Context: an optimization exercise on an open-source flow, tuned for small area, a short achievable clock period and few clock cycles. The choices shown serve that exercise and are no tape-out recipe.
In this exercise RTL edits were held to simulation tests only and were not proved equivalent to the original.
Power is estimated from default activity; no workload was simulated.

==> flow/design.v (excerpt) <==
module cpu_pipeline(
    input wire clk,
    input wire rst_n,
    output wire ibus_req,
    output wire [(32-1):0] ibus_addr,
    input wire [(32-1):0] ibus_rdata,
    input wire ibus_ready,
    output wire dbus_req,
    output wire dbus_we,
    output wire [(32-1):0] dbus_addr,
    output wire [(32-1):0] dbus_wdata,
    output wire [1:0] dbus_size,
    input wire [(32-1):0] dbus_rdata,
    input wire dbus_ready
);
For scale: ~5200 cells after synthesis, about 170 I/O pins.
==> flow/config.mk <==
export PLATFORM = sky130hd
export DESIGN_NAME = cpu_pipeline
export DESIGN_NICKNAME = cpu_pipeline
export VERILOG_FILES = /design/flow/design.v
export SDC_FILE = /design/flow/constraint.sdc
export NUM_CORES = 8
export LEC_CHECK = 0
export CAP_MARGIN = 30
export CORE_MARGIN = 2
export CORE_UTILIZATION = 50
export SETUP_SLACK_MARGIN = 3.0
export SLEW_MARGIN = 20
export SYNTH_HIERARCHICAL = 1
export SYNTH_MINIMUM_KEEP_SIZE = 0
==> flow/constraint.sdc <==
create_clock -name core_clock -period 8.0 [get_ports {clk}]
set_input_delay 1.6000 -clock core_clock [delete_from_list [all_inputs] [get_ports {clk}]]
set_output_delay 1.6000 -clock core_clock [all_outputs]
set_load 0.01 [all_outputs]
standard.sh (not shown) runs the stock make flow with config.mk's settings and CLKGATE_MAP_FILE= SYNTH_SCRIPT=/design/flow/synth_recipe.tcl, a recipe that flattens the netlist after the stock synthesis.
==> flow/flow/run.sh <==
#!/bin/bash
# Layout flow: the standard flow (standard.sh), with every input and
# output port buffered by buf_4 cells instead of the buffer cell that
# buffer_ports picks by default. Its full output goes to standard.log.
set -e
export BUFFER_PORTS_ARGS="-buffer_cell sky130_fd_sc_hd__buf_4"
bash standard.sh > standard.log 2>&1
The baseline passed the timing, design-rule and antenna checks.
Testbench counts at the start, summed over its fixed seeds: cycles 77,558.
Next try:
==> flow/flow/run.sh (replaced) <==
#!/bin/bash
# Layout flow: the standard flow (standard.sh), with every input and
# output port buffered by buf_2 cells instead of the buffer cell that
# buffer_ports picks by default. Its full output goes to standard.log.
set -e
export BUFFER_PORTS_ARGS="-buffer_cell sky130_fd_sc_hd__buf_2"
bash standard.sh > standard.log 2>&1
CORE_UTILIZATION = 40   (was 50)
CTS_CLUSTER_DIAMETER = 130   (was default)
CTS_CLUSTER_SIZE = 24   (was default)
Via count is lower slightly.
Cell area drops by a few percent.
Synthesized area does not change.
Worst setup slack improves by 0.066 ns.
Power shrinks by about a fifth.
Clock-buffer cell count fell by 122.
Routed wire length came out higher slightly.
Hold slack gains 0.0075 ns.
Critical path depth increases by 1.

* * *

## main
cpu_pipeline, a different RTL version from the one above (not shown whole).
Size in the first run: about 5300 cells after synthesis, ~170 I/O pins, about 55000 sq um of cells after synthesis.
Design cpu_pipeline, start of the top module:
module cpu_pipeline(
    input wire clk,
    input wire rst_n,
    output wire ibus_req,
    output wire [(32-1):0] ibus_addr,
    input wire [(32-1):0] ibus_rdata,
    input wire ibus_ready,
    output wire dbus_req,
    output wire dbus_we,
    output wire [(32-1):0] dbus_addr,
    output wire [(32-1):0] dbus_wdata,
    output wire [1:0] dbus_size,
    input wire [(32-1):0] dbus_rdata,
    input wire dbus_ready
);
    reg ex_valid;
    reg [31:0] ex_rs1;
    reg [31:0] ex_b;     
    reg ex_sub;
    reg [31:0] ex_imm;
    reg [4:0] ex_rd;
    reg [2:0] ex_f3;
    reg ex_f7;           
    reg ex_wr;           
    reg ex_lui, ex_auipc, ex_jal, ex_jalr, ex_br, ex_ld, ex_st, ex_opimm, ex_op;
    reg [7:0] ex_clt, ex_ceq;   
    reg ex_clt7s;
    reg ex_base_pc;      
    reg ex_base_rs;      
    reg [31:2] fetch_q;
    wire [31:2] seq_pc = fetch_q + {29'd0, ex_valid};
    wire [31:0] wb_data;
    wire [31:2] fetch_pc;
    wire ex_mem = ex_ld | ex_st;
    wire replay = ex_valid & ex_mem & ~dbus_ready;
    wire accept = ibus_ready & ~replay;
    assign ibus_addr = {fetch_pc, 2'b00};
    assign ibus_req = ~replay;
    always @(posedge clk or negedge rst_n) begin
        if (!rst_n)
            fetch_q <= 30'd0;
        else if (!replay)
            fetch_q <= fetch_pc;
    end
    wire [31:0] inst = ibus_rdata;
    wire [6:0] opc = inst[6:0];
    wire d_lui   = (opc == 7'b0110111);
    wire d_auipc = (opc == 7'b0010111);
    wire d_jal   = (opc == 7'b1101111);
    wire d_jalr  = (opc == 7'b1100111);
    wire d_br    = (opc == 7'b1100011);
  ...
clock: 8.0 ns
lec_check: 0
cap_margin: 30
core_margin: 2
core_utilization: 40
cts_cluster_diameter: 120
cts_cluster_size: 22
setup_slack_margin: 3.0
slew_margin: 20
synth_hierarchical: 1
synth_minimum_keep_size: 0
==> flow/flow/run.sh <==
#!/bin/bash
# Layout flow: the standard flow (standard.sh), with every input and
# output port buffered by buf_2 cells instead of the buffer cell that
# buffer_ports picks by default. Its full output goes to standard.log.
set -e
export BUFFER_PORTS_ARGS="-buffer_cell sky130_fd_sc_hd__buf_2"
bash standard.sh > standard.log 2>&1
Testbench counts of main, summed over its fixed seeds: cycles 77,558.
Modified inputs, the feature branch compared to main
# main
export LEC_CHECK = 0
export CAP_MARGIN = 30
export CORE_MARGIN = 2
export CORE_UTILIZATION = 40
export CTS_CLUSTER_DIAMETER = 120
export CTS_CLUSTER_SIZE = 22
export SETUP_SLACK_MARGIN = 3.0
export SLEW_MARGIN = 20
export SYNTH_HIERARCHICAL = 1
export SYNTH_MINIMUM_KEEP_SIZE = 0
create_clock -name core_clock -period 8.0 [get_ports {clk}]
# the feature branch
export LEC_CHECK = 0
export CAP_MARGIN = 30
export CORE_MARGIN = 2
export CORE_UTILIZATION = 40
export CTS_CLUSTER_DIAMETER = 130
export CTS_CLUSTER_SIZE = 24
export SETUP_SLACK_MARGIN = 3.0
export SLEW_MARGIN = 20
export SYNTH_HIERARCHICAL = 1
export SYNTH_MINIMUM_KEEP_SIZE = 0
create_clock -name core_clock -period 8.0 [get_ports {clk}]
### Flow results
The feature branch — post-route worst setup slack 18 ps higher, main as reference
On global-route wire length before repair, main and the feature branch are basically level.
Going from main to the feature branch, setup fix buffers added after clock tree synthesis decreased by 2 relative to the old numbers; global-route usage over all layers saw little to no change.
Maximum buffer depth of the clock tree: main vs the feature branch, no meaningful difference
Compared with main, the feature branch improves highest achievable clock rate.
The feature branch vs. main: power per cell area went down 0.73 nW/um^2, design area decreased by about 0.8% relative to the old numbers, utilization decreased 0.39 points, critical path depth increased 5.

==> separate check: timing with driven ports <==
No port has a modelled driver above. Below, the same layouts with a new extraction and two added sets of constraints. Step 1 (the two cells are an assumption about what drives the block):
set clk [get_ports {clk}]
set_driving_cell -lib_cell sky130_fd_sc_hd__clkbuf_16 $clk
set_driving_cell -lib_cell sky130_fd_sc_hd__buf_2 [delete_from_list [all_inputs] $clk]
Step 2 adds t to the input delays and takes it off the output delays; t is the mean of the earliest and latest rising clock arrival at the registers after step 1. Input paths then give back, and output paths get back, about the clock's delay inside the block. Slacks: ideal ports / drivers / drivers and shift; pairs: ideal ports / drivers.
| run | t, ns | setup slack, ns | worst setup path at the end | slew at the worst register clock pin (ns) |
|---|---|---|---|---|
| the first run of note 1 | 0.806 | 2.936 / 2.857 / 2.277 | input to register | 0.09 / 0.09 |
| the second run of note 1 | 0.786 | 3.003 / 2.952 / 2.191 | input to register | 0.12 / 0.12 |
| main | 0.817 | 2.970 / 2.892 / 2.226 | input to register | 0.11 / 0.11 |
| the feature branch | 0.780 | 2.988 / 2.916 / 2.300 | input to register | 0.12 / 0.12 |
After both steps setup and hold are still met in every run listed. The setup slack of the second run of note 1, which loses most, moves by -0.051 ns with the drivers and by -0.812 ns with both steps.
